From an optimization exercise on the open Yosys and OpenROAD flow, aimed at a short achievable clock period; shortcuts taken in it are not production practice. RTL that was checked went through simulation tests only; none was proved equivalent to the original. Power is estimated from default activity; no workload was simulated.

// ALU_TOP
module ALU_TOP #(
parameter WIDTH =16)
(
  input    wire                       CLK,RST,
  input    wire       [3:0]           ALU_FUN,
  input    wire       [WIDTH-1:0]     A,B,
  output   wire       [WIDTH-1:0]     Arith_Out,
  output   reg        [WIDTH-1:0]     Logic_Out,
  output   reg        [WIDTH-1:0]     CMP_Out,
  output   reg        [WIDTH-1:0]     SHIFT_Out,
  output   reg                        Carry_Out,
  output   reg        [3:0]           flags_reg
);
Settings: LEC_CHECK=0, CAP_MARGIN=20, CORE_MARGIN=2, CORE_UTILIZATION=40, SLEW_MARGIN=20; clock period 34.0 ns.
standard.sh (not shown) runs the stock make flow with config.mk's settings and CLKGATE_MAP_FILE= SYNTH_SCRIPT=/design/flow/synth_recipe.tcl, a recipe that flattens the netlist after the stock synthesis.
==> flow/flow/run.sh <==
#!/bin/bash
# The standard layout (standard.sh: ORFS with the design's SDC and
# settings), with two changes:
#  - repair_timing gets a large setup margin, so the resizer keeps shortening
#    the critical paths well past the 34 ns that the SDC asks for;
#  - the port buffers that buffer_ports inserts are buf_4 cells rather than
#    the slow delay cells it picks by default.
set -euo pipefail
bash standard.sh SETUP_SLACK_MARGIN=25 'BUFFER_PORTS_ARGS=-buffer_cell sky130_fd_sc_hd__buf_4' finish > standard_flow.log 2>&1
The baseline went through all stages and came out clean.
Change:
==> flow/run.sh (new file) <==
#!/bin/bash
# synth_recipe.tcl (not shown) runs the flow's synth.tcl, then flattens the netlist and writes it again
# the make line also repeats each setting of config.mk as NAME=value (left out here)
make -C /OpenROAD-flow-scripts/flow DESIGN_CONFIG=/design/flow/config.mk WORK_HOME=/design/flow/orfs CLKGATE_MAP_FILE= SYNTH_SCRIPT=/design/flow/synth_recipe.tcl finish
removed: flow/flow/run.sh
removed: flow/standard.sh
Clock power is about the same. Via count is lower by 8.0%. Worst setup slack got worse by 2.3 ns.
Change:
==> flow/flow/run.sh (new file) <==
#!/bin/bash
# The standard layout (the standard.sh, i.e. ORFS with the design's SDC),
# with a larger setup margin for repair_timing so that the resizer keeps
# shortening the critical paths well past the 34 ns the SDC asks for.
set -euo pipefail
bash standard.sh SETUP_SLACK_MARGIN=25 finish > standard_flow.log 2>&1
==> flow/standard.sh (new file) <==
#!/bin/bash
# synth_recipe.tcl (not shown) runs the flow's synth.tcl, then flattens the netlist and writes it again
# the make line also repeats each setting of config.mk as NAME=value (left out here)
make -C /OpenROAD-flow-scripts/flow DESIGN_CONFIG=/design/flow/config.mk WORK_HOME=/design/flow/orfs CLKGATE_MAP_FILE= SYNTH_SCRIPT=/design/flow/synth_recipe.tcl "${@:-finish}"
removed: flow/run.sh
Via count is higher by about 12%.
Routed wire length is higher by 18%.
Die area is unchanged.
Clock power is lower by about 2%.
Maximum frequency is higher by about 18%.
Critical path depth is higher by 2.

---

Another version of the RTL of ALU_TOP (not shown whole).
Size in the first run: about 220 flip-flops.
clock: 34.0 ns
lec_check: 0
cap_margin: 20
core_margin: 2
core_utilization: 40
slew_margin: 20
==> flow/flow/run.sh <==
#!/bin/bash
# The standard layout (standard.sh: ORFS with the design's SDC and
# settings), with two changes:
#  - repair_timing gets a large setup margin, so the resizer keeps shortening
#    the critical paths well past the 34 ns that the SDC asks for;
#  - the port buffers that buffer_ports inserts are buf_4 cells rather than
#    the slow delay cells it picks by default.
set -euo pipefail
bash standard.sh SETUP_SLACK_MARGIN=25 'BUFFER_PORTS_ARGS=-buffer_cell sky130_fd_sc_hd__buf_4' finish > standard_flow.log 2>&1
==> next run, changes <==
==> flow/flow/run.sh (replaced) <==
#!/bin/bash
# The standard layout (standard.sh: ORFS with the design's SDC and
# settings), except that repair_timing gets a large setup margin, so the
# resizer keeps shortening the critical paths well past the 34 ns that the
# SDC asks for.
set -euo pipefail
bash standard.sh SETUP_SLACK_MARGIN=25 finish > standard_flow.log 2>&1
What happened: The changed run completed without violations. Synthesized area is unchanged. Via count grows by about 2%. Worst hold slack is worse by 0.041 ns. Setup slack is worse by 0.081 ns. Design area rose by 4.0%. Count of clock-buffer cells in the layout rises by 7. Non-clock buffer count goes up by 98. Sequential power is about the same. Sequential cell count stays the same.
Function was not checked in any run of this note: the RTL went through the layout flow alone.

---

Another version of the RTL of ALU_TOP (not shown whole).
For scale: roughly 170 flip-flops, about 110 I/O pins, about 0.037 mm^2 of cells after synthesis.
Settings: LEC_CHECK=0, CAP_MARGIN=20, CORE_MARGIN=2, CORE_UTILIZATION=40, SLEW_MARGIN=20; clock period 34.0 ns.
==> flow/flow/run.sh <==
#!/bin/bash
# The standard layout (standard.sh: ORFS with the design's SDC and
# settings), with two changes:
#  - repair_timing gets a large setup margin, so the resizer keeps shortening
#    the critical paths well past the 34 ns that the SDC asks for;
#  - the port buffers that buffer_ports inserts are buf_4 cells rather than
#    the slow delay cells it picks by default.
set -euo pipefail
bash standard.sh SETUP_SLACK_MARGIN=25 'BUFFER_PORTS_ARGS=-buffer_cell sky130_fd_sc_hd__buf_4' finish > standard_flow.log 2>&1
==> next run, changes <==
==> flow/flow/run.sh (replaced) <==
#!/bin/bash
# The standard layout (standard.sh: ORFS with the design's SDC and
# settings), except that repair_timing gets a large setup margin, so the
# resizer keeps shortening the critical paths well past the 34 ns that the
# SDC asks for.
set -euo pipefail
bash standard.sh SETUP_SLACK_MARGIN=25 finish > standard_flow.log 2>&1
After rerunning:
- The new run finished with timing, DRC and antenna clean
- clock power hardly moves
- sequential share of layout area went down by 0.10 points
- final area is higher slightly
- count of clock-buffer cells in the layout falls by 2
- synthesized area does not change
- die area stays the same
- sequential power is about the same
- hold slack gains 0.037 ns
- routed wire length increases by a few percent
Function was not checked in any run of this note: the RTL went through the layout flow alone.

## what the ideal ports hide
No port has a modelled driver above. Below, the same layouts with a new extraction and two added sets of constraints. Step 1 (the two cells are an assumption about what drives the block):
set clk [get_ports {CLK}]
set_driving_cell -lib_cell sky130_fd_sc_hd__clkbuf_16 $clk
set_driving_cell -lib_cell sky130_fd_sc_hd__buf_2 [delete_from_list [all_inputs] $clk]
Step 2, shift: input delay + t, output delay - t, t = (earliest + latest rising clock arrival at the registers) / 2. This alone moves slack from input paths to output paths. a / b / c = no drivers / after step 1 / after step 2; a / b = the first two.
| run | t (ns) | setup WS [ns] | worst setup path after step 2 | worst slew at a driven data input, ns | cell pins on the clock port's net |
|---|---|---|---|---|---|
| the first run of note 1 | 0.651 | 21.046 / 20.986 / 21.637 | register to output | 0.27 | 1 |
| the second run of note 1 | 0.641 | 18.696 / 18.632 / 18.932 | input to register | 0.05 | 1 |
| the third run of note 1 | 0.641 | 21.029 / 20.965 / 21.606 | register to output | 0.08 | 1 |
| the first run of note 2 | 0.647 | 20.788 / 20.731 / 21.013 | input to register | 0.26 | 1 |
| the second run of note 2 | 0.662 | 20.706 / 20.642 / 21.074 | input to register | 0.06 | 1 |
| the first run of note 3 | 0.551 | 21.028 / 20.877 / 20.326 | input to register | 0.25 | 1 |
| the second run of note 3 | 0.548 | 21.042 / 21.028 / 20.480 | input to register | 0.25 | 1 |
After both steps setup and hold are still met in every run listed. For the first run of note 3, which loses most, drivers alone change the setup slack by -0.151 ns; drivers and shift together by -0.702 ns.
